Source: an optimization exercise on an open RTL-to-GDS flow (aim: small area, a short achievable clock period and few clock cycles per item). Production flows keep margins and buffers that such runs may drop. In this exercise RTL edits were held to simulation tests only and were not proved equivalent to the original. Power is estimated from default activity; no workload was simulated.

==> flow/design.v <==
module Log2(
  input clk,
  input reset,
  input h,
  output reg flag,
  input [7:0] in,
  output reg [7:0] out
);
  reg busy;
  wire [7:0] lut;
  always @(posedge clk or posedge reset) begin
    if (reset) begin
      busy <= 1'b0;
      flag <= 1'b0;
    end else begin
      busy <= h;
      flag <= busy | (flag & ~h);
    end
  end
  always @(posedge clk) begin
    if (busy)
      out <= lut;
    else if (h | ~flag)
      out <= in;
  end
  log2_lut u_lut (.x(out), .y(lut));
endmodule
module log2_lut(input [7:0] x, output [7:0] y);
  wire new_n17, new_n18, new_n19, new_n20, new_n21, new_n22, new_n23,
    new_n24, new_n25, new_n26, new_n27, new_n28, new_n29, new_n30, new_n31,
    new_n32, new_n33, new_n34, new_n35, new_n36, new_n37, new_n38, new_n39,
    new_n40, new_n41, new_n43, new_n44, new_n45, new_n46, new_n47, new_n48,
    new_n49, new_n50, new_n51, new_n52, new_n53, new_n55, new_n56, new_n57,
    new_n58, new_n59, new_n60, new_n61, new_n62, new_n63, new_n64, new_n65,
    new_n66, new_n67, new_n68, new_n69, new_n70, new_n71, new_n72, new_n73,
    new_n74, new_n75, new_n76, new_n77, new_n78, new_n79, new_n80, new_n81,
    new_n82, new_n83, new_n84, new_n85, new_n86, new_n87, new_n88, new_n89,
    new_n90, new_n91, new_n92, new_n93, new_n94, new_n95, new_n96, new_n97,
    new_n98, new_n99, new_n100, new_n101, new_n102, new_n103, new_n104,
    new_n105, new_n106, new_n107, new_n108, new_n109, new_n110, new_n111,
    new_n112, new_n113, new_n114, new_n115, new_n116, new_n117, new_n119,
    new_n120, new_n121, new_n122, new_n123, new_n124, new_n125, new_n126,
    new_n127, new_n128, new_n129, new_n130, new_n132, new_n133, new_n134,
    new_n135, new_n136, new_n138, new_n139;
  assign new_n17 = ~x[5] & ~x[7];
  assign new_n18 = x[1] & ~x[4];
  assign new_n19 = ~x[3] & ~new_n18;
  assign new_n20 = ~x[6] & ~new_n19;
  assign new_n21 = new_n17 & ~new_n20;
  assign new_n22 = x[4] & ~x[7];
  assign new_n23 = ~x[6] & ~new_n22;
  assign new_n24 = x[0] & ~x[3];
  assign new_n25 = ~x[2] & ~new_n24;
  assign new_n26 = new_n17 & ~new_n25;
  assign new_n27 = new_n23 & ~new_n26;
  assign new_n28 = ~new_n21 & ~new_n27;
  assign new_n29 = x[6] & ~x[7];
  assign new_n30 = ~new_n17 & ~new_n29;
  assign new_n31 = ~x[6] & ~x[7];
  assign new_n32 = x[0] & new_n31;
  assign new_n33 = x[2] & ~new_n31;
  assign new_n34 = ~new_n32 & ~new_n33;
  assign new_n35 = new_n30 & ~new_n34;
  assign new_n36 = x[1] & ~x[7];
  assign new_n37 = x[6] & new_n36;
  assign new_n38 = ~new_n35 & ~new_n37;
  assign new_n39 = ~x[2] & ~x[3];
  assign new_n40 = ~x[4] & ~x[5];
  assign new_n41 = ~new_n39 & new_n40;
  assign y[6] = ~new_n31 | new_n41;
  assign new_n43 = x[3] & y[6];
  assign new_n44 = x[1] & ~y[6];
  assign new_n45 = ~new_n43 & ~new_n44;
  assign new_n46 = ~new_n30 & new_n45;
  assign new_n47 = ~new_n23 & ~new_n30;
  assign new_n48 = ~x[2] & ~y[6];
  assign new_n49 = ~x[4] & ~new_n32;
  assign new_n50 = y[6] & new_n49;
  assign new_n51 = ~new_n48 & ~new_n50;
  assign new_n52 = ~new_n47 & ~new_n51;
  assign new_n53 = ~new_n46 & ~new_n52;
  assign y[5] = ~new_n46 & ~new_n47;
  assign new_n55 = ~new_n51 & ~y[5];
  assign new_n56 = ~x[3] & ~x[7];
  assign new_n57 = ~x[5] & ~new_n36;
  assign new_n58 = ~new_n56 & ~new_n57;
  assign new_n59 = y[5] & ~new_n58;
  assign new_n60 = ~new_n55 & ~new_n59;
  assign new_n61 = new_n30 & ~new_n45;
  assign new_n62 = ~new_n34 & new_n47;
  assign new_n63 = ~new_n61 & ~new_n62;
  assign new_n64 = x[0] & x[7];
  assign new_n65 = new_n63 & new_n64;
  assign new_n66 = ~new_n60 & ~new_n65;
  assign new_n67 = ~new_n63 & ~new_n64;
  assign new_n68 = ~new_n66 & ~new_n67;
  assign new_n69 = new_n53 & ~new_n68;
  assign new_n70 = x[1] & x[7];
  assign new_n71 = x[0] & new_n29;
  assign new_n72 = ~new_n70 & ~new_n71;
  assign new_n73 = ~new_n60 & new_n72;
  assign new_n74 = ~new_n69 & ~new_n73;
  assign new_n75 = new_n38 & ~new_n74;
  assign new_n76 = ~new_n38 & ~new_n72;
  assign new_n77 = new_n63 & ~new_n76;
  assign new_n78 = new_n60 & ~new_n77;
  assign new_n79 = new_n53 & new_n78;
  assign new_n80 = ~new_n38 & ~new_n63;
  assign new_n81 = new_n38 & ~new_n72;
  assign new_n82 = ~new_n80 & ~new_n81;
  assign new_n83 = new_n79 & new_n82;
  assign new_n84 = ~new_n75 & ~new_n83;
  assign new_n85 = new_n28 & ~new_n84;
  assign new_n86 = ~new_n38 & new_n72;
  assign new_n87 = new_n64 & ~new_n86;
  assign new_n88 = ~new_n63 & new_n87;
  assign new_n89 = ~new_n81 & ~new_n86;
  assign new_n90 = ~new_n80 & ~new_n89;
  assign new_n91 = ~new_n88 & ~new_n90;
  assign new_n92 = new_n53 & ~new_n91;
  assign new_n93 = ~new_n28 & ~new_n60;
  assign new_n94 = ~new_n92 & new_n93;
  assign new_n95 = new_n38 & new_n60;
  assign new_n96 = ~new_n91 & new_n95;
  assign new_n97 = ~new_n94 & ~new_n96;
  assign new_n98 = new_n38 & ~new_n65;
  assign new_n99 = new_n63 & new_n98;
  assign new_n100 = new_n90 & ~new_n99;
  assign new_n101 = ~x[5] & new_n88;
  assign new_n102 = ~new_n53 & ~new_n101;
  assign new_n103 = ~new_n100 & new_n102;
  assign new_n104 = ~new_n97 & ~new_n103;
  assign new_n105 = ~new_n66 & new_n86;
  assign new_n106 = ~new_n28 & ~new_n105;
  assign new_n107 = ~new_n104 & new_n106;
  assign new_n108 = new_n60 & ~new_n98;
  assign new_n109 = new_n38 & ~new_n60;
  assign new_n110 = ~new_n67 & ~new_n72;
  assign new_n111 = ~new_n109 & new_n110;
  assign new_n112 = ~new_n108 & ~new_n111;
  assign new_n113 = new_n63 & new_n78;
  assign new_n114 = new_n28 & ~new_n53;
  assign new_n115 = ~new_n113 & new_n114;
  assign new_n116 = ~new_n112 & new_n115;
  assign new_n117 = ~new_n107 & ~new_n116;
  assign y[0] = ~new_n85 & new_n117;
  assign new_n119 = ~new_n94 & ~new_n116;
  assign new_n120 = ~new_n28 & new_n80;
  assign new_n121 = ~new_n63 & new_n76;
  assign new_n122 = ~new_n28 & ~new_n77;
  assign new_n123 = ~new_n121 & new_n122;
  assign new_n124 = ~new_n60 & new_n63;
  assign new_n125 = new_n28 & ~new_n78;
  assign new_n126 = ~new_n124 & new_n125;
  assign new_n127 = ~new_n123 & ~new_n126;
  assign new_n128 = ~new_n120 & ~new_n127;
  assign new_n129 = ~new_n119 & ~new_n128;
  assign new_n130 = new_n119 & ~new_n127;
  assign y[1] = ~new_n129 & ~new_n130;
  assign new_n132 = ~new_n77 & ~y[1];
  assign new_n133 = ~new_n120 & ~new_n132;
  assign new_n134 = new_n53 & ~new_n133;
  assign new_n135 = ~new_n53 & ~new_n80;
  assign new_n136 = ~new_n132 & new_n135;
  assign y[2] = ~new_n134 & ~new_n136;
  assign new_n138 = ~new_n60 & new_n134;
  assign new_n139 = new_n60 & ~new_n134;
  assign y[3] = new_n138 | new_n139;
  assign y[4] = new_n28 | new_n79;
  assign y[7] = ~new_n31 | ~new_n40;
endmodule
==> flow/flow/run.sh <==
#!/bin/bash
# Standard ORFS layout with these changes:
#  - synthesis maps the logic with the ABC script in flow/abc_area.script
#    (same synthesis script otherwise, so registers keep their names and types);
#  - port buffers are sky130_fd_sc_hd__buf_1 instead of the default delay buffer;
#  - extra make settings: 
set -euo pipefail
rm -rf myscripts
cp -r "$FLOW_HOME/scripts" myscripts
cp flow/abc_area.script myscripts/abc_area.script
bash standard.sh synth ABC_AREA=1 SCRIPTS_DIR="$PWD/myscripts" > synth.log 2>&1
bash standard.sh finish  "BUFFER_PORTS_ARGS=-buffer_cell sky130_fd_sc_hd__buf_1" > layout.log 2>&1
==> flow/flow/abc_area.script <==
strash
dch
map -D 1800
topo
buffer -p
upsize -D 1800
dnsize -D 1800
==> flow/standard.sh <==
#!/bin/bash
# synth_recipe.tcl (not shown) runs the flow's synth.tcl, then flattens the netlist and writes it again
# the make line also repeats each setting of config.mk as NAME=value (left out here)
make -C /OpenROAD-flow-scripts/flow DESIGN_CONFIG=/design/flow/config.mk WORK_HOME=/design/flow/orfs CLKGATE_MAP_FILE= SYNTH_SCRIPT=/design/flow/synth_recipe.tcl "${@:-finish}"
==> flow/config.mk <==
export PLATFORM = sky130hd
export DESIGN_NAME = Log2
export DESIGN_NICKNAME = Log2
export VERILOG_FILES = /design/flow/design.v
export SDC_FILE = /design/flow/constraint.sdc
export NUM_CORES = 4
export LEC_CHECK = 0
export CAP_MARGIN = 20
export CORE_AREA = 2.5 2.5 61.5 61.5
export DIE_AREA = 0 0 64 64
export SLEW_MARGIN = 20
==> flow/constraint.sdc <==
create_clock -name core_clock -period 10.0 [get_ports {clk}]
set_input_delay 2.0000 -clock core_clock [delete_from_list [all_inputs] [get_ports {clk}]]
set_output_delay 2.0000 -clock core_clock [all_outputs]
set_load 0.01 [all_outputs]
==> results of run 1 <==
==> cells in the final DEF, fill, tap and decap left out <==
cell type	netlist	layout
nand3_1	4	4
o22ai_2	1	1
o221ai_1	1	1
a32oi_1	1	1
or2_1	1	1
nand2_4	1	1
o211ai_1	5	5
nor2_4	1	1
edfxtp_1	8	8
nand2_2	3	3
o22ai_1	2	2
a21oi_2	2	2
clkbuf_4	0	3
ha_1	2	2
nand3_2	1	1
a31oi_1	4	4
a21oi_1	9	9
o2111ai_1	1	1
o21ai_1	2	2
clkbuf_8	0	1
nor2_1	16	16
nor3_1	1	1
o21a_1	1	1
inv_4	1	1
inv_2	1	1
o21ai_2	4	4
nand2_1	22	22
inv_1	21	21
o21ai_0	13	13
dfrtp_1	2	2
buf_1	0	19
==> worst paths after layout <==
check                      startpoint  endpoint  slack, ns  cells past startpoint
setup / recovery               out[7]    out[7]       7.01                      1
hold / removal                   flag      flag       0.57                      2
setup reg to reg               out[7]    out[3]       7.05                     14
hold reg to reg                  flag      flag       0.57                      2
max in group asynchronous       reset      busy       8.36                      2
min in group asynchronous       reset      flag       1.54                      2
==> metrics by stage <==
stage,std cells,hold WS (ns)
2_1_floorplan,132,0.548
3_3_place_gp,196,0.556
3_5_place_dp,196,0.559
4_1_cts,200,0.567
5_1_grt,200,0.607
6_report,200,0.566
==> registers in the layout, indices dropped and copies added (netlist names) <==
signal / cells
busy: 1
flag: 1
out: 8
==> metal layers <==
layer / wire length (µm) / vias up / track usage / part of all wire
li1: - / 503 / - / -
met1: 1160 / 417 / 0.160 / 0.49
met2: 1070 / 23 / 0.208 / 0.45
met3: 105 / 4 / 0.0264 / 0.044
met4: 30 / 0 / 0.0571 / 0.013
met5: 0 / - / 0 / 0
==> report_power, final <==
part	switching (W)	total [W]	internal [W]
logic	0.0000669	0.000101	0.0000339
registers	0.00000921	0.0000628	0.0000536
clock network	0.0000137	0.0000358	0.0000221
==> tightest hold or removal path, delay by kind of cell, from the launching register on <==
family,cells,cell delay (ns)
AOI/OAI and AO/OA,1,0.07
buffers and inverters,1,0.07
DFF,1,0.39
==> layout make-up <==
type / instances / area [µm²] / area share
Multi-Input combinational cell: 98 / 544 / 0.500
Sequential cell: 10 / 290 / 0.267
Inverter: 23 / 88.8 / 0.0816
Timing Repair Buffer: 19 / 71.3 / 0.0655
Tap cell: 46 / 57.6 / 0.0529
Clock buffer: 4 / 36.3 / 0.0333
==> cells by family (layout without fill, tap and decap cells) <==
group / after synthesis / after routing / synth area share
AO/OA/AOI/OAI: 46 / 46 / 0.317
adder cells (fa/ha/maj): 2 / 2 / 0.0270
buffers and inverters: 24 / 46 / 0.0999
flip-flops: 10 / 10 / 0.313
AND/OR/NAND/NOR: 50 / 50 / 0.243
==> impl_metrics.tcl, run 1 <==
set metrics [dict create \
    status "timing/DRC/antenna clean" \
    crit_path_start_kind "register" \
    cts_tree "done" \
    clock_latency_ns 0.26 \
    syn_nets 145 \
    antenna_cells 0 \
    critPathMaxFanout 9 \
    slew_headroom 0.567 \
    p_per_area_mw_per_mm2 183 \
    grt_max_degree 14 \
    synthFlopType "edfxtp_1" \
    die_area_mm2 0.00410 \
    fin_worst_skew_ns 0.00588 \
    cts_buffer_depth 2 \
    clock-root-buffer "clkbuf_4" \
    synth.distinct_cells 29 \
    postLayoutCoreUtil 0.326 \
    drive_gt1_frac 0.123 \
    drtAntennaViolNets 0 \
    max_stage_delay_ns 0.54 \
    slew_viol_final 0 \
    core_region_area_mm2 0.00334 \
    nets 168 \
    vias 947 \
    portBuffers 19 \
    synthToLayoutAreaGrowth_pct 17.4 \
    grt_pass1_wl_um 4110 \
    track_usage 0.127 \
    yosys_warnings 1 \
    cp_cell_sequence "buf_1" \
    io-pin-count 20 \
    p_leak_nw 0.448 \
    hp-class "reg2reg" \
    setup_tns_ns 0 \
    grt_pass1_vias 953 \
    irDropWorstVdd_v 0.0000409 \
    yosys.area.top_type "edfxtp_1" \
    start_util 0.278 \
    vias_per_cell 4.74 \
    period_minus_slack_ns 2.99 \
    rows 21 \
    layout_setup_ws_ns 7.01 \
    cts_setup_buffers 0 \
    cp_slowest_cell "edfxtp_1" \
    dp_slack_ns 7.10 \
    antenna_found_initial 0 \
    drtIter0Drc 57 \
    path_buf_inv 1 \
    arrival_ns 0.99 \
    yosysMostFrequentCell "nand2_1" \
    syn_inst 132 \
    critPathCaptureType "output pin" \
    numCtsBuffers 3 \
    overflow 0 \
    fill_cells 386 \
    hold_buffers 0 \
    dp_hpwl_um 1940 \
    async_flop_share 0.200 \
    syn_area_per_cell_um2 7.02 \
    synth_seq_cells 10 \
    critPathTopFamily "flip-flops" \
    hold_viol_final 0 \
    drv_cap 0 \
    drc 0 \
    die_x_um 64 \
    ctsResizeCount 0 \
    yosysTopAreaCellShare 0.259 \
    gp_congestion 0.893 \
    route.detailed.wl_per_inst_um 11.8 \
    tightest_slew_ns 0.643 \
    fin_area_mm2 0.00109 \
    die_h_um 64 \
    placed_area_mm2 0.00105 \
    finalSetupViolCount 0 \
    clkTransAtPathRegs_ns 0.07 \
    finalPower_w 0.000199 \
    synthTopCellsByArea "edfxtp_1, nand2_1, inv_1" \
    synth.top_cells.by_count "nand2_1, inv_1, nor2_1" \
    first_pass_iters 4 \
    routed_wl_um 2360 \
    post-route-period-util 0.299 \
    htreeDepth 1 \
    cts.sinks 10 \
    synth-edff-count 8 \
    synth_area_um2 927 \
    rsz0062_at_grt "false" \
    required_ns 8.00 \
    ys_seq_area_frac 0.313 \
    fmax_mhz 334 \
    worstSetupPathType "reg2out" \
]
Testbench counts, summed over its fixed seeds: cycles 8,192, conversions 4,096.
==> inputs of run 2 (changes only) <==
==> flow/flow/abc_area.script (replaced) <==
strash
dch
map -D 1800
topo
upsize -D 1800
dnsize -D 1800
==> run 2 against run 1 <==
  * Non-clock buffer count stayed put
  * Critical path depth is the same
  * Register-to-register slack worse by 0.05 ns
  * Synthesized cell count decreased by 0.76%
  * Total power fell by 5.3%
  * Largest cell class unchanged
==> impl_metrics.tcl, run 2 <==
set metrics [dict create \
    syn_inst 131 \
    arrival_ns 1.00 \
    yosysMostFrequentCell "nand2_1" \
    synth_top_family_by_area "compound AO/OA/AOI/OAI gates" \
    die_h_um 64 \
    irDropWorstVdd_v 0.0000576 \
    nets 168 \
    clock_latency_ns 0.26 \
    synthToLayoutAreaGrowth_pct 17.2 \
    vias_per_cell 4.87 \
    critPathTopFamily "flip-flops" \
    rsz0062_at_grt "false" \
    drv_cap 0 \
    p_leak_nw 0.380 \
    worstSetupPathType "reg2out" \
    syn_nets 144 \
    yosysTopAreaCellShare 0.266 \
    cts.sinks 10 \
    synth-edff-count 8 \
    cp_slowest_cell "edfxtp_1" \
    ctsResizeCount 0 \
    hold_viol_final 0 \
    portBuffers 19 \
    p_per_area_mw_per_mm2 178 \
    slew_viol_final 0 \
    critPathMaxFanout 9 \
    fmax_mhz 333 \
    route.detailed.wl_per_inst_um 11.3 \
    async_flop_share 0.200 \
    tightest_slew_ns 0.724 \
    critPathCaptureType "output pin" \
    cp_cell_sequence "buf_1" \
    numCtsBuffers 3 \
    core_region_area_mm2 0.00334 \
    antenna_cells 0 \
    reg.largest.list "out x8, busy x1, flag x1" \
    synth_compound_area_frac 0.325 \
    required_ns 8.00 \
    slew_headroom 0.512 \
    gp_congestion 0.925 \
    layout_commonest_cell "nand2_1" \
    drtIter0Drc 91 \
    synth.distinct_cells 26 \
    syn_area_per_cell_um2 6.90 \
    finalSetupViolCount 0 \
    dp_slack_ns 7.03 \
    synthAdderAreaFrac 0.0277 \
    post-route-period-util 0.300 \
    yosys_warnings 1 \
    grt_pass1_vias 946 \
    ys_seq_area_frac 0.321 \
    setup_tns_ns 0 \
    die_x_um 64 \
    status "timing/DRC/antenna clean" \
    io-pin-count 20 \
    clkTransAtPathRegs_ns 0.06 \
    drive_gt1_frac 0.0974 \
    dp_hpwl_um 1840 \
    drtAntennaViolNets 0 \
    synthTopCellsByArea "edfxtp_1, nand2_1, clkinv_1" \
    cts_buffer_depth 2 \
    synth.top_cells.by_count "nand2_1, clkinv_1, nor2_1" \
    largest_reg_flops 8 \
    grt_pass1_wl_um 3880 \
    vias 974 \
    top_register "out" \
    htreeDepth 1 \
    synth_seq_cells 10 \
    crit_path_start_kind "register" \
    routed_wl_um 2260 \
    cts_tree "done" \
    synth-xor-area-share 0 \
    fin_worst_skew_ns 0.00796 \
    synth-simple-area-share 0.230 \
    start_util 0.271 \
    rows 21 \
    hp-class "reg2reg" \
    yosys.area.top_type "edfxtp_1" \
    die_area_mm2 0.00410 \
    synthMuxAreaShare 0 \
    first_pass_iters 4 \
    cts_setup_buffers 0 \
    hold_buffers 0 \
    overflow 0 \
    synth_area_um2 903 \
    antenna_found_initial 0 \
    hold_ws_ns 0.532 \
    drc 0 \
    track_usage 0.119 \
    grt_max_degree 14 \
    path_buf_inv 1 \
    clock-root-buffer "clkbuf_4" \
    max_stage_delay_ns 0.55 \
    synthFlopType "edfxtp_1" \
    layout_setup_ws_ns 7.00 \
    period_minus_slack_ns 3.00 \
    layout_common_cells "nand2_1, buf_1, clkinv_1" \
]
[run 2: changes by cell type after synthesis, sizes merged]
cell / change
clkinv: +18
inv: -18
clkbuf: -1
[run 2: final timing paths]
kind | startpoint | slack, ns | cells past startpoint | end
worst min-delay path | flag | 0.53 | 2 | flag
worst max-delay path | out[7] | 7.00 | 1 | out[7]
worst max register to register | out[7] | 7.00 | 15 | out[3]
worst min register to register | flag | 0.53 | 2 | flag
max in group asynchronous | reset | 8.36 | 2 | busy
min in group asynchronous | reset | 1.55 | 2 | flag
[run 2: layer usage]
| metal | vias to the layer above | GRT usage | wire length, µm |
|---|---|---|---|
| met4 | 0 | 0.0299 | 0 |
| met1 | 434 | 0.151 | 1060 |
| met2 | 37 | 0.198 | 1050 |
| met5 | - | 0 | 0 |
| met3 | 0 | 0.0335 | 160 |
| li1 | 503 | - | - |
[run 2: per-stage QoR]
stage / utilization / cells / area (µm²) / power, W
6_report: 0.317 / 200 / 1060 / 0.000189
3_3_place_gp: 0.309 / 196 / 1030 / 0.000162
4_1_cts: 0.317 / 200 / 1060 / 0.000189
3_5_place_dp: 0.309 / 196 / 1030 / 0.000161
2_1_floorplan: - / 131 / 903 / 0.000137
5_1_grt: 0.317 / 200 / 1060 / 0.000208
[run 2: final cells by class]
class,instances,area [µm²]
clock buffers,4,26.3
flip-flops and latches,10,290
multi-input cells,98,527
repair buffers,19,71.3
well taps,46,57.6
fillers,372,2280
inverters,23,86.3
[run 2: cell families (layout without fill, tap and decap cells)]
logic type      Yosys count  in the layout
compound gates           46             46
fa+ha+maj                 2              2
buf+inv                  23             46
flops                    10             10
simple gates             50             50
[run 2: where the power goes]
group           total, W  switching (W)  internal, W  leakage [nW]
Combinational  0.0000977      0.0000646    0.0000331         0.262
Clock          0.0000276      0.0000123    0.0000153        0.0150
Sequential     0.0000636     0.00000991    0.0000537         0.103
Total           0.000189      0.0000867     0.000102         0.380
==> inputs of run 3 (changes only) <==
--- a/flow/flow/run.sh
+++ b/flow/flow/run.sh
@@ -9,4 +9,4 @@
 cp -r "$FLOW_HOME/scripts" myscripts
 cp flow/abc_area.script myscripts/abc_area.script
 bash standard.sh synth ABC_AREA=1 SCRIPTS_DIR="$PWD/myscripts" > synth.log 2>&1
-bash standard.sh finish  "BUFFER_PORTS_ARGS=-buffer_cell sky130_fd_sc_hd__buf_1" > layout.log 2>&1
+bash standard.sh finish "CTS_ARGS=-root_buf sky130_fd_sc_hd__clkbuf_8 -buf_list sky130_fd_sc_hd__clkbuf_8 -dont_use_dummy_load -repair_clock_nets"  "BUFFER_PORTS_ARGS=-buffer_cell sky130_fd_sc_hd__buf_1" > layout.log 2>&1
==> run 3 against run 2 <==
  * Utilization rose by 0.45 points
  * Clock skew fell by 0.0049 ns
  * Cell count fell by 0.50%
  * Clock power rose by 45%
  * Non-clock buffer count did not move
  * Critical path type is now reg2reg
  * Critical endpoint is now out[3]
  * Largest cell class unchanged
==> impl_metrics.tcl, run 3 <==
set metrics [dict create \
    top_register "out" \
    finalSetupViolCount 0 \
    syn_area_per_cell_um2 6.90 \
    synth_seq_cells 10 \
    layout_common_cells "nand2_1, buf_1, clkinv_1" \
    portBuffers 19 \
    finalPower_w 0.000201 \
    die_x_um 64 \
    fin_worst_skew_ns 0.00306 \
    first_pass_iters 4 \
    irDropWorstVdd_v 0.0000581 \
    route.detailed.wl_per_inst_um 11.6 \
    period_minus_slack_ns 3.00 \
    gp_congestion 0.925 \
    slew_headroom 0.511 \
    hold_viol_final 0 \
    cp_slowest_cell "edfxtp_1" \
    synthFlopType "edfxtp_1" \
    cts.sinks 10 \
    setup_tns_ns 0 \
    vias_per_cell 4.95 \
    clkTransAtPathRegs_ns 0.04 \
    htreeDepth 1 \
    clock-root-buffer "clkbuf_8" \
    yosys.area.top_type "edfxtp_1" \
    antenna_cells 0 \
    critPathCaptureType "register" \
    synthTopCellsByArea "edfxtp_1, nand2_1, clkinv_1" \
    die_h_um 64 \
    yosysTopAreaCellShare 0.266 \
    layout_commonest_cell "nand2_1" \
    synth-edff-count 8 \
    synth.distinct_cells 26 \
    grt_pass1_wl_um 3920 \
    status "timing/DRC/antenna clean" \
    async_flop_share 0.200 \
    overflow 0 \
    synthToLayoutAreaGrowth_pct 18.8 \
    tightest_slew_ns 0.725 \
    drtIter0Drc 86 \
    syn_inst 131 \
    ctsResizeCount 0 \
    cp_cell_sequence "nor2_4 > nand2_2 > nand2_1 > o21ai_2 > o21ai_2 > o221ai_1 > o21ai_2 > inv_2 > nor2_1 > o2111ai_1 > o211ai_1 > nand3_1 > a21oi_1 > or2_1 > a31oi_1" \
    path_buf_inv 1 \
    critPathTopFamily "compound AO/OA/AOI/OAI gates" \
    max_stage_delay_ns 0.53 \
    track_usage 0.122 \
    syn_nets 144 \
    crit_path_start_kind "register" \
    post-route-period-util 0.300 \
    arrival_ns 2.96 \
    drv_cap 0 \
    io-pin-count 20 \
    drtAntennaViolNets 0 \
    yosys_warnings 1 \
    synth.top_cells.by_count "nand2_1, clkinv_1, nor2_1" \
    reg.largest.list "out x8, busy x1, flag x1" \
    worstSetupPathType "reg2reg" \
    yosysMostFrequentCell "nand2_1" \
    p_leak_nw 0.386 \
    grt_max_degree 14 \
    hold_buffers 0 \
    antenna_found_initial 0 \
    crit_top_cell "o21ai_2" \
    required_ns 9.96 \
    die_area_mm2 0.00410 \
    drive_gt1_frac 0.0980 \
    grt_pass1_vias 948 \
    ys_seq_area_frac 0.321 \
    numCtsBuffers 3 \
    dp_hpwl_um 1840 \
    start_util 0.271 \
    core_region_area_mm2 0.00334 \
    vias 985 \
    hp-class "reg2reg" \
    clock_latency_ns 0.23 \
    nets 168 \
    cts_setup_buffers 0 \
    largest_reg_flops 8 \
    fmax_mhz 333 \
    drc 0 \
    p_per_area_mw_per_mm2 188 \
    rsz0062_at_grt "false" \
    cts_tree "done" \
    routed_wl_um 2300 \
    cts_buffer_depth 2 \
    slew_viol_final 0 \
    critPathMaxFanout 9 \
    synth_area_um2 903 \
    rows 21 \
]
==> run 3: cell counts after synthesis <==
No cell type changed its count.
==> run 3: cells by family (layout without fill, tap and decap cells) <==
group / after synthesis / after routing / synth area share
simple gates: 50 / 50 / 0.230
buf+inv: 23 / 45 / 0.0956
flops: 10 / 10 / 0.321
fa+ha+maj: 2 / 2 / 0.0277
compound gates: 46 / 46 / 0.325
==> run 3: cell type report <==
| type | count | area (µm²) |
|---|---|---|
| clock buffers | 3 | 41.3 |
| multi-input cells | 98 | 527 |
| inverters | 23 | 86.3 |
| fillers | 372 | 2260 |
| repair buffers | 19 | 71.3 |
| flip-flops and latches | 10 | 290 |
| well taps | 46 | 57.6 |
==> run 3: tightest hold or removal path: stages (launching register included) <==
cell and delay [ns]:
dfrtp_1 0.37, clkinv_1 0.05, o21ai_0 0.06
==> run 3: path summary, 6_finish.rpt <==
path                           to    from  slack [ns]  depth (start not counted)
max                        out[3]  out[7]        7.00                         15
min                          flag    flag        0.53                          2
max reg2reg                out[3]  out[7]        7.00                         15
min reg2reg                  flag    flag        0.53                          2
max in group asynchronous    busy   reset        8.33                          2
min in group asynchronous    flag   reset        1.58                          2
==> run 3: metrics by stage <==
step                hold WS (ns)  utilization  setup WS, ns  std cells  area (µm²)
floorplan                  0.561            -          7.37        131         903
global placement           0.523        0.309          7.05        196        1030
detailed placement         0.527        0.309          7.03        196        1030
CTS                        0.534        0.322          7.01        199        1070
global route               0.596        0.322          6.68        199        1070
finish                     0.529        0.322          7.00        199        1070
==> run 3: where the power goes <==
part | switching, W | internal (W) | total [W]
clock network | 0.0000137 | 0.0000262 | 0.0000399
registers | 0.00000993 | 0.0000539 | 0.0000638
logic | 0.0000646 | 0.0000331 | 0.0000978
==> run 3: metal layers <==
metal	GRT usage	wire (µm)	up-vias
li1	-	-	504
met1	0.152	1090	439
met2	0.198	1040	40
met3	0.0335	155	2
met4	0.0462	19	0
met5	0	0	-
==> inputs of run 4 (changes only) <==
--- a/flow/flow/run.sh
+++ b/flow/flow/run.sh
@@ -9,4 +9,4 @@
 cp -r "$FLOW_HOME/scripts" myscripts
 cp flow/abc_area.script myscripts/abc_area.script
 bash standard.sh synth ABC_AREA=1 SCRIPTS_DIR="$PWD/myscripts" > synth.log 2>&1
-bash standard.sh finish "CTS_ARGS=-root_buf sky130_fd_sc_hd__clkbuf_8 -buf_list sky130_fd_sc_hd__clkbuf_8 -dont_use_dummy_load -repair_clock_nets"  "BUFFER_PORTS_ARGS=-buffer_cell sky130_fd_sc_hd__buf_1" > layout.log 2>&1
+bash standard.sh finish "CTS_ARGS=-sink_clustering_enable -sink_clustering_size 20 -sink_clustering_max_diameter 200 -dont_use_dummy_load -repair_clock_nets"  "BUFFER_PORTS_ARGS=-buffer_cell sky130_fd_sc_hd__buf_1" > layout.log 2>&1
--- a/flow/config.mk
+++ b/flow/config.mk
@@ -8,4 +8,4 @@
 export CAP_MARGIN = 20
 export CORE_AREA = 2.5 2.5 61.5 61.5
 export DIE_AREA = 0 0 64 64
-export SLEW_MARGIN = 20
+export SLEW_MARGIN = 80
==> run 4 against run 3 <==
  * Hold slack improved by 0.0054 ns
  * Global-route usage rose by 0.55 points
  * Maximum frequency fell by 5.5%
  * First-iteration DRC count fell by 30%
  * Non-clock buffer count rose by 1
  * Design area rose by 5.8%
  * Cell count rose by 0.50%
  * Utilization rose by 1.9 points
  * Count of clock-buffer cells in the layout did not move
  * Critical path type is now reg2out
  * Largest cell class unchanged
==> impl_metrics.tcl, run 4 <==
set metrics [dict create \
    status "timing/DRC/antenna clean" \
    yosysMostFrequentCell "nand2_1" \
    drive_gt1_frac 0.169 \
    first_pass_iters 4 \
    setup_tns_ns 0 \
    syn_nets 144 \
    antenna_cells 0 \
    vias_per_cell 4.99 \
    required_ns 8.00 \
    irDropWorstVdd_v 0.0000513 \
    die_area_mm2 0.00410 \
    track_usage 0.127 \
    ctsResizeCount 0 \
    reg.largest.list "out x8, busy x1, flag x1" \
    post-route-period-util 0.318 \
    synthTopCellsByArea "edfxtp_1, nand2_1, clkinv_1" \
    start_util 0.271 \
    finalSetupViolCount 0 \
    portBuffers 19 \
    placed_area_mm2 0.00109 \
    cp_cell_sequence "clkdlybuf4s15_2 > buf_1" \
    vias 997 \
    io-pin-count 20 \
    dp_hpwl_um 1920 \
    grt_max_degree 14 \
    arrival_ns 1.18 \
    drtIter0Drc 60 \
    cts_setup_buffers 0 \
    yosys_warnings 1 \
    overflow 0 \
    antenna_found_initial 0 \
    fin_area_mm2 0.00114 \
    p_leak_nw 0.395 \
    numCtsBuffers 3 \
    cp_slowest_cell "edfxtp_1" \
    slew_headroom 0.820 \
    route.detailed.wl_per_inst_um 11.8 \
    synth-edff-count 8 \
    top_register "out" \
    rows 21 \
    htreeDepth 1 \
    nets 169 \
    routed_wl_um 2360 \
    grt_pass1_wl_um 4190 \
    yosys.area.top_type "edfxtp_1" \
    p_per_area_mw_per_mm2 175 \
    fin_worst_skew_ns 0.0104 \
    ys_seq_area_frac 0.321 \
    period_minus_slack_ns 3.18 \
    fill_cells 379 \
    drv_cap 0 \
    hold_viol_final 0 \
    finalPower_w 0.000199 \
    cts_tree "done" \
    clock_latency_ns 0.26 \
    synth.distinct_cells 26 \
    clock-root-buffer "clkbuf_4" \
    synth_area_um2 903 \
    rrSetupSlack_ns 6.91 \
    grt_pass1_vias 973 \
    synthToLayoutAreaGrowth_pct 25.8 \
    layout_common_cells "nand2_1, buf_1, clkinv_1" \
    core_region_area_mm2 0.00334 \
    tightest_slew_ns 0.269 \
    drc 0 \
    largest_reg_flops 8 \
    syn_inst 131 \
    fmax_mhz 315 \
    synth.top_cells.by_count "nand2_1, clkinv_1, nor2_1" \
    rsz0062_at_grt "false" \
    die_x_um 64 \
    layout_commonest_cell "nand2_1" \
    gp_congestion 0.925 \
    clkTransAtPathRegs_ns 0.06 \
    worstSetupPathType "reg2out" \
    yosysTopAreaCellShare 0.266 \
    max_stage_delay_ns 0.43 \
    slew_viol_final 0 \
    die_h_um 64 \
    async_flop_share 0.200 \
    critPathCaptureType "output pin" \
    cts_buffer_depth 2 \
    synth_seq_cells 10 \
    hold_buffers 0 \
    drtAntennaViolNets 0 \
    critPathMaxFanout 7 \
    crit_path_start_kind "register" \
    cts.sinks 10 \
    syn_area_per_cell_um2 6.90 \
    synthFlopType "edfxtp_1" \
    hp-class "reg2reg" \
]
run 4: worst max-delay path, delay by kind of cell (launching register included):
kind     cells  cell delay, ns
buf+inv      2            0.49
flops        1            0.43
run 4: logic make-up after synthesis:
kind of cell               share of synthesized area
DFF                                            0.321
buffers and inverters                         0.0956
AOI/OAI and AO/OA                              0.325
and+or+nand+nor                                0.230
adders and majority gates                     0.0277
run 4: worst paths after layout:
path                       depth (start not counted)  startpoint     end
max                                                2      out[7]  out[7]
min                                                2        flag    flag
max reg2reg                                       15      out[7]  out[3]
min reg2reg                                        2        flag    flag
max in group asynchronous                          2       reset    busy
min in group asynchronous                          2       reset    flag
run 4: layer usage:
layer,GRT usage,vias up,part of all wire
li1,-,510,-
met5,0,-,0
met2,0.211,29,0.46
met4,0.0326,0,0.0055
met3,0.0317,2,0.044
met1,0.164,456,0.49
run 4: power breakdown:
part	switching, W	internal (W)
clock	0.0000121	0.0000138
sequential	0.00000969	0.0000537
combinational	0.0000714	0.0000384
run 4: layout make-up:
class	count	area, µm²	area share
clock buffers	3	22.5	0.0198
inverters	23	86.3	0.0760
multi-input cells	98	596	0.524
flip-flops and latches	10	292	0.257
well taps	46	57.6	0.0507
repair buffers	20	82.6	0.0727
run 4: metrics by stage:
stage	setup WS, ns	std cells	hold WS, ns	utilization
after floorplan	7.37	131	0.561	-
after global placement	7.05	196	0.523	0.309
after detailed placement	6.98	197	0.530	0.327
after CTS	6.86	200	0.539	0.334
after global routing	6.54	200	0.596	0.340
final	6.82	200	0.535	0.340
==> inputs of run 5 (changes only) <==
==> flow/flow/abc_area.script (replaced) <==
strash
dch
map -D 1700
topo
upsize -D 1700
dnsize -D 1700
--- a/flow/config.mk
+++ b/flow/config.mk
@@ -8,4 +8,4 @@
 export CAP_MARGIN = 20
 export CORE_AREA = 2.5 2.5 61.5 61.5
 export DIE_AREA = 0 0 64 64
-export SLEW_MARGIN = 80
+export SLEW_MARGIN = 20
==> run 5 against run 4 <==
  * Still clean
  * Sequential share of layout area up 1.6 points
  * Critical path depth up 12
  * Global-route usage down 0.47 points
  * Combinational power down 14%
  * Largest cell class unchanged
==> impl_metrics.tcl, run 5 <==
set metrics [dict create \
    status "timing/DRC/antenna clean" \
    rr_endpoint "out[3]" \
    ctsResizeCount 0 \
    tightest_slew_ns 0.578 \
    required_ns 10.00 \
    hold_viol_final 0 \
    clock_latency_ns 0.26 \
    track_usage 0.122 \
    async_flop_share 0.200 \
    cts_buffer_depth 2 \
    rsz0062_at_grt "false" \
    pwr-share-seq 0.345 \
    crit_start "out[7]" \
    combPwrFrac 0.515 \
    drtAntennaViolNets 0 \
    post-route-period-util 0.303 \
    irDropWorstVdd_v 0.0000651 \
    top_register "out" \
    min_path_cells 2 \
    drv_cap 0 \
    die_h_um 64 \
    postLayoutCoreUtil 0.319 \
    cts_tree "done" \
    p_sw_frac 0.456 \
    synth-simple-area-share 0.228 \
    p_int_w 0.0000996 \
    route.detailed.wl_per_inst_um 11.6 \
    worstSetupPathType "reg2reg" \
    drc 0 \
    p_leak_nw 0.374 \
    portBuffers 19 \
    synth_top_family_by_area "compound AO/OA/AOI/OAI gates" \
    yosysMostFrequentCell "nand2_1" \
    r2r-start "out[7]" \
    htreeDepth 1 \
    period_minus_slack_ns 3.03 \
    layout_commonest_cell "nand2_1" \
    rrSetupSlack_ns 6.97 \
    vias_per_cell 4.89 \
    min_to "flag" \
    synthFlopType "edfxtp_1" \
    vias 959 \
    synth_seq_cells 10 \
    reg.largest.list "out x8, busy x1, flag x1" \
    setup_tns_ns 0 \
    routed_wl_um 2280 \
    clock-root-buffer "clkbuf_4" \
    synth-xor-area-share 0 \
    largest_reg_flops 8 \
    fin_worst_skew_ns 0.00632 \
    finalPower_w 0.000183 \
    p_per_area_mw_per_mm2 172 \
    slew_headroom 0.611 \
    slew_viol_final 0 \
    yosys.area.top_type "edfxtp_1" \
    cts_setup_buffers 0 \
    synth.top_cells.by_count "nand2_1, clkinv_1, nor2_1" \
    gp_congestion 0.909 \
    nets 165 \
    synth-edff-count 8 \
    synthAdderAreaFrac 0.0274 \
    synthTopCellsByArea "edfxtp_1, nand2_1, clkinv_1" \
    yosysTopAreaCellShare 0.263 \
    syn_nets 141 \
    drive_gt1_frac 0.120 \
    yosys_warnings 1 \
    syn_inst 128 \
    synthToLayoutAreaGrowth_pct 16.6 \
    hp-class "reg2reg" \
    hold_buffers 0 \
    dp_hpwl_um 1850 \
    rows 21 \
    hold_start "flag" \
    crit_path_start_kind "register" \
    fmax_mhz 330 \
    p_sw_w 0.0000836 \
    die_area_mm2 0.00410 \
    grt_pass1_wl_um 4030 \
    io-pin-count 20 \
    reg2regPathDepth 14 \
    die_x_um 64 \
    core_region_area_mm2 0.00334 \
    syn_area_per_cell_um2 7.13 \
    antenna_cells 0 \
    antenna_found_initial 0 \
    arrival_ns 3.03 \
    critPathMaxFanout 9 \
    clkTransAtPathRegs_ns 0.06 \
    overflow 0 \
    grt_max_degree 11 \
    first_pass_iters 5 \
    finalSetupViolCount 0 \
    clkPwrFrac 0.140 \
    critPathCaptureType "register" \
    synthMuxAreaShare 0 \
    start_util 0.273 \
    ys_seq_area_frac 0.318 \
    layout_common_cells "nand2_1, buf_1, clkinv_1" \
    synth.distinct_cells 28 \
    numCtsBuffers 3 \
    cts.sinks 10 \
    grt_pass1_vias 872 \
    drtIter0Drc 64 \
    synth_area_um2 912 \
    synth_compound_area_frac 0.340 \
]
==> run 5: routing by layer <==
layer  GRT usage  vias to the layer above  share of wire
met5           0                        -              0
met4      0.0272                        0         0.0053
met3      0.0335                        2          0.074
met2       0.182                       36           0.45
met1       0.175                      426           0.48
li1            -                      495              -
==> run 5: kinds of logic (layout without fill, tap and decap cells) <==
logic type,after synthesis,count (layout)
compound gates,48,48
simple gates,47,47
buf+inv,21,43
flops,10,10
fa+ha+maj,2,2
==> run 5: area by class of cell <==
class | instances | area, µm²
Fill cell | 396 | 2270
Multi-Input combinational cell | 97 | 543
Sequential cell | 10 | 290
Inverter | 21 | 78.8
Timing Repair Buffer | 19 | 71.3
Tap cell | 46 | 57.6
Clock buffer | 3 | 22.5
==> run 5: critical path: stages (launching register included) <==
cell and delay, ns:
edfxtp_1 0.54, nor2_1 0.23, clkinv_1 0.13, nand2_2 0.16
o22ai_1 0.19, ha_1 0.27, or2_2 0.33, nand2_1 0.12
o221ai_1 0.14, nand2_1 0.11, o21ai_1 0.06, o21ai_1 0.13
a21oi_1 0.12, o21ai_0 0.16, a31oi_1 0.09
==> run 5: worst max-delay path by stage <==
| stage | endpoint | slack [ns] | cells after the start |
|---|---|---|---|
| after CTS | out[7] | 6.99 | 1 |
| after global placement | out[3] | 7.04 | 16 |
| after global routing | out[3] | 6.62 | 12 |
| after floorplan | out[3] | 7.23 | 14 |
| after detailed placement | out[3] | 7.00 | 14 |
| final | out[3] | 6.97 | 14 |
==> run 5: through the flow <==
stage	std cells	hold slack, ns	cell area (µm²)	setup WS (ns)
2_1_floorplan	128	0.561	912	7.23
3_3_place_gp	193	0.528	1040	7.04
3_5_place_dp	193	0.533	1040	7.00
4_1_cts	196	0.544	1060	6.99
5_1_grt	196	0.621	1060	6.62
6_report	196	0.537	1060	6.97
==> run 5: power by group through the flow <==
stage | combinational (W) | clock [W] | sequential, W
after global placement | 0.0000949 | 0 | 0.0000640
after CTS | 0.0000937 | 0.0000276 | 0.0000630
final | 0.0000944 | 0.0000257 | 0.0000631
after detailed placement | 0.0000928 | 0 | 0.0000639
after global routing | 0.000109 | 0.0000306 | 0.0000643
after floorplan | 0.0000696 | 0 | 0.0000641
==> inputs of run 6 (changes only) <==
==> flow/flow/abc_area.script (replaced) <==
strash
dch
map -D 1800
topo
upsize -D 1500
dnsize -D 1500
==> run 6 against run 5 <==
  * Still clean on timing, DRC and antenna
  * Area after synthesis fell by 0.96%
  * Wire length shrank 1.0%
  * Critical path depth decreased by 3
  * Cell count rose by 1.5%
  * Clock skew down 0.0024 ns
  * Die area is the same
  * Design area is 0.82% lower
  * First-iteration DRC count grew 36%
  * Count of clock-buffer cells in the layout unchanged
  * Synthesized cell count grew 2.3%
  * Clock power barely moved
  * Via count increased by 2.2%
  * Largest power group unchanged
==> impl_metrics.tcl, run 6 <==
set metrics [dict create \
    status "timing/DRC/antenna clean" \
    yosys.area.top_type "edfxtp_1" \
    antenna_found_initial 0 \
    synth_seq_cells 10 \
    synth_area_um2 903 \
    drv_cap 0 \
    syn_area_per_cell_um2 6.90 \
    syn_inst 131 \
    vias_per_cell 4.92 \
    routed_wl_um 2260 \
    irDropWorstVdd_v 0.0000575 \
    io-pin-count 20 \
    overflow 0 \
    synth.top_cells.by_count "nand2_1, clkinv_1, nor2_1" \
    vias 980 \
    dp_hpwl_um 1840 \
    async_flop_share 0.200 \
    drtAntennaViolNets 0 \
    yosys_warnings 1 \
    critPathMaxFanout 9 \
    slew_headroom 0.507 \
    placed_area_mm2 0.00103 \
    largest_reg_flops 8 \
    ctsResizeCount 0 \
    die_h_um 64 \
    finalSetupViolCount 0 \
    hp-class "reg2reg" \
    drive_gt1_frac 0.0980 \
    cts_buffer_depth 2 \
    setup_tns_ns 0 \
    antenna_cells 0 \
    cts_tree "done" \
    tightest_slew_ns 0.732 \
    arrival_ns 2.98 \
    dp.cells 196 \
    synthFlopType "edfxtp_1" \
    ys_seq_area_frac 0.321 \
    slew_viol_final 0 \
    drtIter0Drc 87 \
    gp_congestion 0.925 \
    start_util 0.271 \
    crit_path_start_kind "register" \
    required_ns 9.99 \
    synthToLayoutAreaGrowth_pct 16.8 \
    clock-root-buffer "clkbuf_4" \
    rows 21 \
    yosysMostFrequentCell "nand2_1" \
    yosysTopAreaCellShare 0.266 \
    top_register "out" \
    p_leak_nw 0.378 \
    grt_max_degree 14 \
    grt_pass1_vias 946 \
    period_minus_slack_ns 3.00 \
    cts_setup_buffers 0 \
    worstSetupPathType "reg2reg" \
    grt_pass1_wl_um 3880 \
    syn_nets 144 \
    post-route-period-util 0.300 \
    synthTopCellsByArea "edfxtp_1, nand2_1, clkinv_1" \
    clock_latency_ns 0.26 \
    fin_worst_skew_ns 0.00392 \
    die_x_um 64 \
    rsz0062_at_grt "false" \
    cts.sinks 10 \
    drc 0 \
    reg.largest.list "out x8, busy x1, flag x1" \
    fin_area_mm2 0.00105 \
    route.detailed.wl_per_inst_um 11.4 \
    layout_common_cells "nand2_1, buf_1, clkinv_1" \
    htreeDepth 1 \
    core_region_area_mm2 0.00334 \
    numCtsBuffers 3 \
    postLayoutCoreUtil 0.316 \
    clkTransAtPathRegs_ns 0.06 \
    synth-edff-count 8 \
    synth.distinct_cells 26 \
    fill_cells 374 \
    portBuffers 19 \
    first_pass_iters 4 \
    hold_viol_final 0 \
    final_cells 199 \
    p_per_area_mw_per_mm2 177 \
    track_usage 0.119 \
    fmax_mhz 334 \
    die_area_mm2 0.00410 \
    nets 168 \
    hold_buffers 0 \
    layout_commonest_cell "nand2_1" \
    hold_ws_ns 0.532 \
    critPathCaptureType "register" \
]
-- run 6: cell types whose count changed after synthesis, sizes merged, moves of 2 or more --
cell	previous run	this run
o21ai	23	19
nand3	2	5
o211ai	2	5
a211oi	2	0
inv	3	5
nor2	15	17
-- run 6: cells by family after synthesis --
kind of cell / Yosys count / share of synthesized area
fa+ha+maj: 2 / 0.0277
buf+inv: 23 / 0.0956
compound gates: 46 / 0.325
simple gates: 50 / 0.230
flops: 10 / 0.321
-- run 6: worst max-delay path, cell delays in order (launching register included) --
cell,delay (ns)
edfxtp_1,0.53
nor2_4,0.23
nand2_2,0.10
o21ai_0,0.08
o21ai_1,0.13
o21ai_0,0.61
o2111ai_1,0.32
o211ai_1,0.19
nand3_1,0.12
a21oi_1,0.21
or2_1,0.13
a31oi_1,0.06
-- run 6: per-stage QoR --
| step | power (W) | setup WS (ns) |
|---|---|---|
| 2_1_floorplan | 0.000137 | 7.37 |
| 3_3_place_gp | 0.000162 | 7.05 |
| 3_5_place_dp | 0.000161 | 7.03 |
| 4_1_cts | 0.000187 | 7.01 |
| 5_1_grt | 0.000206 | 6.68 |
| 6_report | 0.000187 | 7.00 |
-- run 6: final cells by class --
type	instances	area, µm²	share of cell area
multi-input cells	98	527	0.499
flip-flops and latches	10	290	0.275
inverters	23	86.3	0.0819
repair buffers	19	71.3	0.0676
well taps	46	57.6	0.0546
clock buffers	3	22.5	0.0214
-- run 6: per-layer routing --
metal	GRT usage	wire length, µm
met1	0.151	1060
met2	0.198	1030
met3	0.0335	163
met4	0.0299	0
met5	0	0
-- run 6: worst paths after layout --
| check | startpoint | endpoint | slack, ns | cells after the start |
|---|---|---|---|---|
| max in group asynchronous | reset | busy | 8.36 | 2 |
| max | out[7] | out[3] | 7.00 | 11 |
| min reg2reg | flag | flag | 0.53 | 2 |
| min in group asynchronous | reset | flag | 1.55 | 2 |
| max reg2reg | out[7] | out[3] | 7.00 | 11 |
| min | flag | flag | 0.53 | 2 |
-- run 6: where the power goes --
| group | switching (W) | leakage [nW] | internal [W] |
|---|---|---|---|
| Clock | 0.0000118 | 0.0138 | 0.0000138 |
| Sequential | 0.00000992 | 0.103 | 0.0000537 |
| Combinational | 0.0000646 | 0.262 | 0.0000331 |
| Total | 0.0000863 | 0.378 | 0.000101 |
==> inputs of run 7 (changes only) <==
==> flow/flow/abc_area.script (replaced) <==
strash
dch
map -D 1900
topo
upsize -D 1900
dnsize -D 1900
==> run 7 against run 6 <==
  * First-iteration DRC count decreased by 13%
  * Sequential share of layout area fell by 0.85 points
  * Utilization increased by 1.0 points
  * Largest cell class unchanged
  * Non-clock buffer count is the same
  * Global-route usage decreased by 0.53 points
  * Total power rose by 8.7%
  * Register-to-register slack about the same
  * Largest power group unchanged
  * Via count down 0.92%
  * Area after synthesis is 3.7% higher
  * Hold slack better by 0.0037 ns
  * Sequential cell count unchanged
==> impl_metrics.tcl, run 7 <==
set metrics [dict create \
    drc 0 \
    async_flop_share 0.200 \
    clock-root-buffer "clkbuf_4" \
    synth_area_um2 937 \
    antenna_found_initial 0 \
    fill_cells 376 \
    finalSetupViolCount 0 \
    route.detailed.wl_per_inst_um 11.2 \
    synthTopCellsByArea "edfxtp_1, nand2_1, clkinv_1" \
    syn_inst 129 \
    cp_cell_sequence "buf_1" \
    max_stage_delay_ns 0.57 \
    numCtsBuffers 3 \
    cp_slowest_cell "edfxtp_1" \
    synth.top_cells.by_count "nand2_1, clkinv_1, nor2_1" \
    ys_seq_area_frac 0.310 \
    overflow 0 \
    die_x_um 64 \
    syn_area_per_cell_um2 7.26 \
    clkTransAtPathRegs_ns 0.06 \
    required_ns 8.00 \
    portBuffers 19 \
    placed_area_mm2 0.00107 \
    largest_reg_flops 8 \
    grt_pass1_wl_um 3730 \
    tightest_slew_ns 0.599 \
    critPathCaptureType "output pin" \
    die_area_mm2 0.00410 \
    layout_common_cells "nand2_1, buf_1, clkinv_1" \
    cts_buffer_depth 2 \
    io-pin-count 20 \
    path_buf_inv 1 \
    rsz0062_at_grt "false" \
    cts.sinks 10 \
    status "timing/DRC/antenna clean" \
    grt_max_degree 12 \
    first_pass_iters 4 \
    layout_setup_ws_ns 6.98 \
    synthFlopType "edfxtp_1" \
    hp-class "reg2reg" \
    critPathMaxFanout 9 \
    reg.largest.list "out x8, busy x1, flag x1" \
    synthToLayoutAreaGrowth_pct 16.2 \
    vias_per_cell 4.93 \
    cts_tree "done" \
    dp_hpwl_um 1770 \
    clock_latency_ns 0.26 \
    synth_seq_cells 10 \
    track_usage 0.114 \
    hold_ws_ns 0.536 \
    grt_pass1_vias 854 \
    drive_gt1_frac 0.166 \
    fin_area_mm2 0.00109 \
    yosys_warnings 1 \
    setup_tns_ns 0 \
    hold_viol_final 0 \
    yosysMostFrequentCell "nand2_1" \
    yosys.area.top_type "edfxtp_1" \
    slew_headroom 0.600 \
    antenna_cells 0 \
    hold_buffers 0 \
    syn_nets 142 \
    period_minus_slack_ns 3.02 \
    top_register "out" \
    fmax_mhz 331 \
    synth.distinct_cells 30 \
    die_h_um 64 \
    wl_met3_um 155 \
    fin_worst_skew_ns 0.000396 \
    ctsResizeCount 0 \
    dp_slack_ns 7.02 \
    drtAntennaViolNets 0 \
    routed.top_layer "met4" \
    p_per_area_mw_per_mm2 187 \
    start_util 0.281 \
    rows 21 \
    yosysTopAreaCellShare 0.256 \
    post-route-period-util 0.302 \
    vias 971 \
    drtIter0Drc 76 \
    core_region_area_mm2 0.00334 \
    drt-met1-wl_um 1050 \
    p_leak_nw 0.394 \
    slew_viol_final 0 \
    drv_cap 0 \
    arrival_ns 1.02 \
    worstSetupPathType "reg2out" \
    crit_path_start_kind "register" \
    cts_setup_buffers 0 \
    irDropWorstVdd_v 0.0000521 \
    htreeDepth 1 \
    synth-edff-count 8 \
    nets 166 \
    met2_length_um 966 \
    gp_congestion 0.855 \
    routed_wl_um 2200 \
    critPathTopFamily "flip-flops" \
    layout_commonest_cell "nand2_1" \
]
-- run 7: cell families (layout without fill, tap and decap cells) --
kind of cell             count (synthesis)  count (layout)  synth area share
AO/OA/AOI/OAI                           45              45             0.323
AND/OR/NAND/NOR                         51              51             0.254
buffers and inverters                   21              43            0.0868
adder cells (fa/ha/maj)                  2               2            0.0267
flip-flops                              10              10             0.310
-- run 7: stage by stage --
stage | util | cells | power, W
6_report | 0.326 | 197 | 0.000203
5_1_grt | 0.326 | 197 | 0.000223
4_1_cts | 0.326 | 197 | 0.000204
3_5_place_dp | 0.319 | 194 | 0.000177
3_3_place_gp | 0.319 | 194 | 0.000177
2_1_floorplan | - | 129 | 0.000151
-- run 7: final cells by class --
| type | instances | area (µm²) | area share |
|---|---|---|---|
| multi-input cells | 98 | 566 | 0.520 |
| well taps | 46 | 57.6 | 0.0529 |
| clock buffers | 3 | 22.5 | 0.0207 |
| inverters | 21 | 81.3 | 0.0747 |
| flip-flops and latches | 10 | 290 | 0.267 |
| repair buffers | 19 | 71.3 | 0.0655 |
-- run 7: layer usage --
| metal | GRT usage | vias to the layer above |
|---|---|---|
| met4 | 0.0435 | 0 |
| met3 | 0.0299 | 4 |
| met5 | 0 | - |
| met2 | 0.172 | 44 |
| met1 | 0.154 | 427 |
| li1 | - | 496 |
-- run 7: report_power, final --
part	internal [W]	total (W)	switching, W
logic	0.0000396	0.000112	0.0000728
registers	0.0000541	0.0000636	0.00000947
clock network	0.0000139	0.0000272	0.0000133
total	0.000108	0.000203	0.0000956
-- run 7: tightest hold or removal path, stage by stage, from the launching register on --
cell and delay, ns:
dfrtp_1 0.38, clkinv_1 0.06, o21ai_0 0.06
-- run 7: worst paths after layout --
kind	cells after the start	slack, ns	to	start
max	1	6.98	out[7]	out[7]
min reg2reg	2	0.54	flag	flag
min in group asynchronous	2	1.54	flag	reset
max in group asynchronous	2	8.37	busy	reset
min	2	0.54	flag	flag
max reg2reg	16	7.01	out[3]	out[7]
==> inputs of run 8 (changes only) <==
==> flow/flow/abc_area.script (replaced) <==
strash
dch
map -D 1800
topo
upsize -D 1800
dnsize -D 1800
==> run 8 against run 7 <==
  * Total power is 8.0% lower
  * Cell count grew 1.0%
  * Largest power group unchanged
  * Still clean on timing, DRC and antenna
  * Clock skew up 0.0035 ns
==> impl_metrics.tcl, run 8 <==
set metrics [dict create \
    synth-simple-area-share 0.230 \
    synthToLayoutAreaGrowth_pct 16.8 \
    top_register "out" \
    irDropWorstVdd_v 0.0000575 \
    fin_worst_skew_ns 0.00392 \
    max_stage_delay_ns 0.61 \
    clock-root-buffer "clkbuf_4" \
    post-route-period-util 0.300 \
    rsz0062_at_grt "false" \
    finalSetupViolCount 0 \
    required_ns 9.99 \
    layout_common_cells "nand2_1, buf_1, clkinv_1" \
    drc 0 \
    first_pass_iters 4 \
    layout_setup_ws_ns 7.00 \
    p_per_area_mw_per_mm2 177 \
    critPathCaptureType "register" \
    multi_input_area_um2 527 \
    vias_per_cell 4.92 \
    critPathMaxFanout 9 \
    clkTransAtPathRegs_ns 0.06 \
    die_area_mm2 0.00410 \
    yosys_warnings 1 \
    synthAdderAreaFrac 0.0277 \
    seq_area_um2 290 \
    fill_cells 374 \
    cp_slowest_cell "o21ai_0" \
    synthMuxAreaShare 0 \
    path_buf_inv 0 \
    gp_congestion 0.925 \
    hold_viol_final 0 \
    syn_nets 144 \
    core_region_area_mm2 0.00334 \
    syn_inst 131 \
    synth_area_um2 903 \
    crit_top_cell "o21ai_0" \
    synthTopCellsByArea "edfxtp_1, nand2_1, clkinv_1" \
    dp.cells 196 \
    vias 980 \
    drtAntennaViolNets 0 \
    final_cells 199 \
    drive_gt1_frac 0.0980 \
    synth-xor-area-share 0 \
    setup_tns_ns 0 \
    antenna_found_initial 0 \
    dp_hpwl_um 1840 \
    die_x_um 64 \
    htreeDepth 1 \
    io-pin-count 20 \
    cp_cell_sequence "nor2_4 > nand2_2 > o21ai_0 > o21ai_1 > o21ai_0 > o2111ai_1 > o211ai_1 > nand3_1 > a21oi_1 > or2_1 > a31oi_1" \
    slew_viol_final 0 \
    min_path_cells 2 \
    nets 168 \
    synth-edff-count 8 \
    clock_latency_ns 0.26 \
    start_util 0.271 \
    finalPower_w 0.000187 \
    grt_max_degree 14 \
    synthFlopType "edfxtp_1" \
    grt_pass1_wl_um 3880 \
    r2r-start "out[7]" \
    critPathTopFamily "compound AO/OA/AOI/OAI gates" \
    portBuffers 19 \
    p_leak_nw 0.378 \
    yosysMostFrequentCell "nand2_1" \
    cts.sinks 10 \
    synth.distinct_cells 26 \
    tightest_slew_ns 0.732 \
    crit_path_start_kind "register" \
    grt_pass1_vias 946 \
    overflow 0 \
    syn_area_per_cell_um2 6.90 \
    cts_buffer_depth 2 \
    layout_commonest_cell "nand2_1" \
    hold_ws_ns 0.532 \
    largest_reg_flops 8 \
    rows 21 \
    reg.largest.list "out x8, busy x1, flag x1" \
    route.detailed.wl_per_inst_um 11.4 \
    ctsResizeCount 0 \
    worstSetupPathType "reg2reg" \
    routed_wl_um 2260 \
    arrival_ns 2.98 \
    hold_buffers 0 \
    min_to "flag" \
    hold_start "flag" \
    antenna_cells 0 \
    cts_setup_buffers 0 \
    slew_headroom 0.507 \
    synth_top_family_by_area "compound AO/OA/AOI/OAI gates" \
    synth_seq_cells 10 \
    yosysTopAreaCellShare 0.266 \
    rrSetupSlack_ns 7.00 \
    rr_endpoint "out[3]" \
    ys_seq_area_frac 0.321 \
    track_usage 0.119 \
    hp-class "reg2reg" \
    cts_tree "done" \
    synth.top_cells.by_count "nand2_1, clkinv_1, nor2_1" \
    status "timing/DRC/antenna clean" \
    yosys.area.top_type "edfxtp_1" \
    numCtsBuffers 3 \
    die_h_um 64 \
    reg2regPathDepth 11 \
    dp_slack_ns 7.03 \
    drtIter0Drc 87 \
    period_minus_slack_ns 3.00 \
    drv_cap 0 \
    synth_compound_area_frac 0.325 \
    fmax_mhz 334 \
    async_flop_share 0.200 \
]
run 8: layer usage:
| metal | share of wire | vias up | track usage |
|---|---|---|---|
| met1 | 0.47 | 435 | 0.151 |
| met3 | 0.072 | 0 | 0.0335 |
| met4 | 0 | 0 | 0.0299 |
| met2 | 0.46 | 42 | 0.198 |
| met5 | 0 | - | 0 |
| li1 | - | 503 | - |
run 8: final cells by class:
type	instances	share of cell area
well taps	46	0.0546
flip-flops and latches	10	0.275
inverters	23	0.0819
repair buffers	19	0.0676
clock buffers	3	0.0214
multi-input cells	98	0.499
run 8: cell families after synthesis:
| family | count (synthesis) |
|---|---|
| compound gates | 46 |
| buf+inv | 23 |
| simple gates | 50 |
| fa+ha+maj | 2 |
| flops | 10 |
run 8: worst register-to-register path, delay by kind of cell, from the launching register on:
| family | cells | cell delay [ns] |
|---|---|---|
| and+or+nand+nor | 4 | 0.58 |
| DFF | 1 | 0.53 |
| AOI/OAI and AO/OA | 7 | 1.60 |
run 8: power breakdown:
part / total [W] / switching, W / internal (W)
Combinational: 0.0000978 / 0.0000646 / 0.0000331
Sequential: 0.0000636 / 0.00000992 / 0.0000537
Clock: 0.0000256 / 0.0000118 / 0.0000138
run 8: per-stage QoR:
| stage | util | instance area (µm²) |
|---|---|---|
| global placement | 0.309 | 1030 |
| CTS | 0.316 | 1050 |
| detailed placement | 0.309 | 1030 |
| global route | 0.316 | 1050 |
| finish | 0.316 | 1050 |
| floorplan | - | 903 |
run 8: worst max-delay path by stage:
stage	from	endpoint	slack (ns)	cells past startpoint
3_5_place_dp	out[7]	out[3]	7.03	15
4_1_cts	out[7]	out[3]	7.01	15
3_3_place_gp	out[7]	out[3]	7.05	11
2_1_floorplan	out[7]	out[3]	7.37	14
5_1_grt	out[7]	out[3]	6.68	11
6_report	out[7]	out[3]	7.00	11
==> inputs of run 9 (changes only) <==
--- a/flow/flow/run.sh
+++ b/flow/flow/run.sh
@@ -8,5 +8,5 @@
 rm -rf myscripts
 cp -r "$FLOW_HOME/scripts" myscripts
 cp flow/abc_area.script myscripts/abc_area.script
-bash standard.sh synth ABC_AREA=1 SCRIPTS_DIR="$PWD/myscripts" > synth.log 2>&1
+bash standard.sh synth ABC_AREA=1 ABC_LOAD_IN_FF=12 SCRIPTS_DIR="$PWD/myscripts" > synth.log 2>&1
 bash standard.sh finish "CTS_ARGS=-sink_clustering_enable -sink_clustering_size 20 -sink_clustering_max_diameter 200 -dont_use_dummy_load -repair_clock_nets"  "BUFFER_PORTS_ARGS=-buffer_cell sky130_fd_sc_hd__buf_1" > layout.log 2>&1
==> run 9 against run 8 <==
  * Maximum frequency is 1.3% lower
  * First-iteration DRC count fell by 47%
  * Register-to-register slack better by 0.03 ns
  * Largest power group unchanged
  * Hold slack improved by 0.0029 ns
  * Non-clock buffer count stayed put
  * Sequential power barely moved
  * Die area unchanged
  * Design area increased by 2.1%
  * Sequential share of layout area down 0.58 points
==> impl_metrics.tcl, run 9 <==
set metrics [dict create \
    layout_common_cells "nand2_1, buf_1, clkinv_1" \
    rows 21 \
    yosys.area.top_type "edfxtp_1" \
    io-pin-count 20 \
    clkPwrFrac 0.136 \
    crit_path_start_kind "register" \
    grt_pass1_vias 878 \
    required_ns 8.00 \
    numCtsBuffers 3 \
    largest_reg_flops 8 \
    fin_worst_skew_ns 0.0183 \
    drtAntennaViolNets 0 \
    worstSetupPathType "reg2out" \
    vias_per_cell 4.88 \
    critPathMaxFanout 9 \
    start_util 0.277 \
    reg2regPathDepth 13 \
    track_usage 0.116 \
    dp_hpwl_um 1850 \
    irDropWorstVdd_v 0.000104 \
    drive_gt1_frac 0.137 \
    syn_inst 131 \
    synth_area_um2 926 \
    yosysMostFrequentCell "nand2_1" \
    hold_ws_ns 0.535 \
    layout_commonest_cell "nand2_1" \
    arrival_ns 1.04 \
    ys_seq_area_frac 0.314 \
    cts_buffer_depth 2 \
    antenna_found_initial 0 \
    synth.distinct_cells 28 \
    clock_latency_ns 0.26 \
    synth_seq_cells 10 \
    clock-root-buffer "clkbuf_4" \
    antenna_cells 0 \
    layout_setup_ws_ns 6.96 \
    synthTopCellsByArea "edfxtp_1, nand2_1, clkinv_1" \
    max_stage_delay_ns 0.57 \
    status "timing/DRC/antenna clean" \
    pwr-share-seq 0.334 \
    syn_nets 144 \
    combPwrFrac 0.530 \
    die_x_um 64 \
    tightest_slew_ns 0.636 \
    die_area_mm2 0.00410 \
    p_per_area_mw_per_mm2 176 \
    synth-edff-count 8 \
    p_leak_nw 0.382 \
    drc 0 \
    grt_max_degree 14 \
    period_minus_slack_ns 3.04 \
    portBuffers 19 \
    cts_tree "done" \
    cp_slowest_cell "edfxtp_1" \
    p_sw_frac 0.464 \
    htreeDepth 1 \
    clkTransAtPathRegs_ns 0.07 \
    routed_wl_um 2250 \
    critPathTopFamily "flip-flops" \
    route.detailed.wl_per_inst_um 11.3 \
    core_region_area_mm2 0.00334 \
    post-route-period-util 0.304 \
    hold_viol_final 0 \
    dp_slack_ns 7.07 \
    path_buf_inv 1 \
    vias 971 \
    crit_cells 1 \
    p_sw_w 0.0000878 \
    synthFlopType "edfxtp_1" \
    setup_tns_ns 0 \
    cts.sinks 10 \
    first_pass_iters 4 \
    top_register "out" \
    drtIter0Drc 46 \
    cp_cell_sequence "buf_1" \
    syn_area_per_cell_um2 7.07 \
    yosysTopAreaCellShare 0.259 \
    cts_setup_buffers 0 \
    overflow 0 \
    drv_cap 0 \
    reg.largest.list "out x8, busy x1, flag x1" \
    die_h_um 64 \
    slew_viol_final 0 \
    synthToLayoutAreaGrowth_pct 16.4 \
    grt_pass1_wl_um 3800 \
    ctsResizeCount 0 \
    p_int_w 0.000102 \
    async_flop_share 0.200 \
    yosys_warnings 1 \
    hold_buffers 0 \
    nets 168 \
    min_path_cells 2 \
    gp_congestion 0.855 \
    finalSetupViolCount 0 \
    critPathCaptureType "output pin" \
    slew_headroom 0.572 \
    fmax_mhz 329 \
    hp-class "reg2reg" \
    synth.top_cells.by_count "nand2_1, clkinv_1, nor2_1" \
    rsz0062_at_grt "false" \
]
==> run 9: layout make-up <==
type,instances,area [µm²]
clock buffer,3,22.5
timing repair buffer,19,71.3
sequential,10,290
multi-input combinational,98,549
inverter,23,86.3
tap,46,57.6
fill,373,2260
==> run 9: logic make-up after synthesis <==
group / share of synthesized area
flip-flops: 0.314
adder cells (fa/ha/maj): 0.0270
buffers and inverters: 0.0932
AO/OA/AOI/OAI: 0.328
AND/OR/NAND/NOR: 0.238
==> run 9: worst paths after layout <==
check                      startpoint      to  slack (ns)
setup / recovery               out[7]  out[7]        6.96
hold / removal                   flag    flag        0.54
setup reg to reg               out[7]  out[3]        7.03
hold reg to reg                  flag    flag        0.54
max in group asynchronous       reset    busy        8.35
min in group asynchronous       reset    flag        1.56
==> run 9: routing by layer <==
metal | part of all wire | routed length, µm | global-route usage | vias up
met5 | 0 | 0 | 0 | -
met4 | 0.0062 | 14 | 0.0163 | 0
met3 | 0.091 | 205 | 0.0423 | 2
met1 | 0.47 | 1060 | 0.160 | 429
li1 | - | - | - | 500
met2 | 0.43 | 969 | 0.176 | 40
==> run 9: worst reg2reg max path: stages (launching register included) <==
cell and delay [ns]:
edfxtp_1 0.55, nor2_4 0.26, nand2_4 0.09, o21ai_0 0.30
inv_1 0.09, o21ai_2 0.28, inv_2 0.12, a21oi_2 0.13
o2111ai_1 0.16, o211ai_1 0.18, nand3_1 0.13, a21oi_1 0.22
or2_1 0.15, a31oi_2 0.07
==> run 9: power groups by stage <==
stage,Sequential (W),Clock [W],Combinational (W)
detailed placement,0.0000639,0,0.0000991
global placement,0.0000643,0,0.000101
finish,0.0000633,0.0000258,0.000100
CTS,0.0000630,0.0000270,0.0000997
global route,0.0000639,0.0000286,0.000114
floorplan,0.0000645,0,0.0000749
==> run 9: per-stage QoR <==
step                instance area [µm²]  std cells  utilization  total power (W)
finish                             1080        199        0.323         0.000189
global route                       1080        199        0.323         0.000207
CTS                                1080        199        0.323         0.000190
detailed placement                 1050        196        0.316         0.000163
global placement                   1050        196        0.316         0.000165
floorplan                           926        131            -         0.000139

## separate check: timing with driven ports
No port has a modelled driver above. Below, the same layouts with a new extraction and two added sets of constraints.
Step 1, drivers: a clkbuf_16 drives clk and a buf_2 each remaining input, both assumed.
Step 2 also shifts input and output timing later by t, the mid clock arrival at the registers, as if the neighbouring blocks saw the same clock.
Slacks: no drivers / after step 1 / after step 2; pairs: no drivers / after step 1.
| run | t (ns) | setup slack, ns |
|---|---|---|
| run 1 | 0.284 | 7.005 / 6.982 / 7.052 |
| run 2 | 0.273 | 6.995 / 6.978 / 6.997 |
| run 3 | 0.253 | 6.998 / 6.998 / 6.998 |
| run 4 | 0.274 | 6.824 / 6.806 / 6.910 |
| run 5 | 0.274 | 6.969 / 6.969 / 6.969 |
| run 6 | 0.272 | 7.004 / 6.988 / 7.004 |
| run 7 | 0.280 | 6.977 / 6.958 / 7.012 |
| run 8 | 0.272 | 7.004 / 6.988 / 7.004 |
| run 9 | 0.273 | 6.964 / 6.944 / 7.028 |
After both steps setup and hold are still met in every run listed.
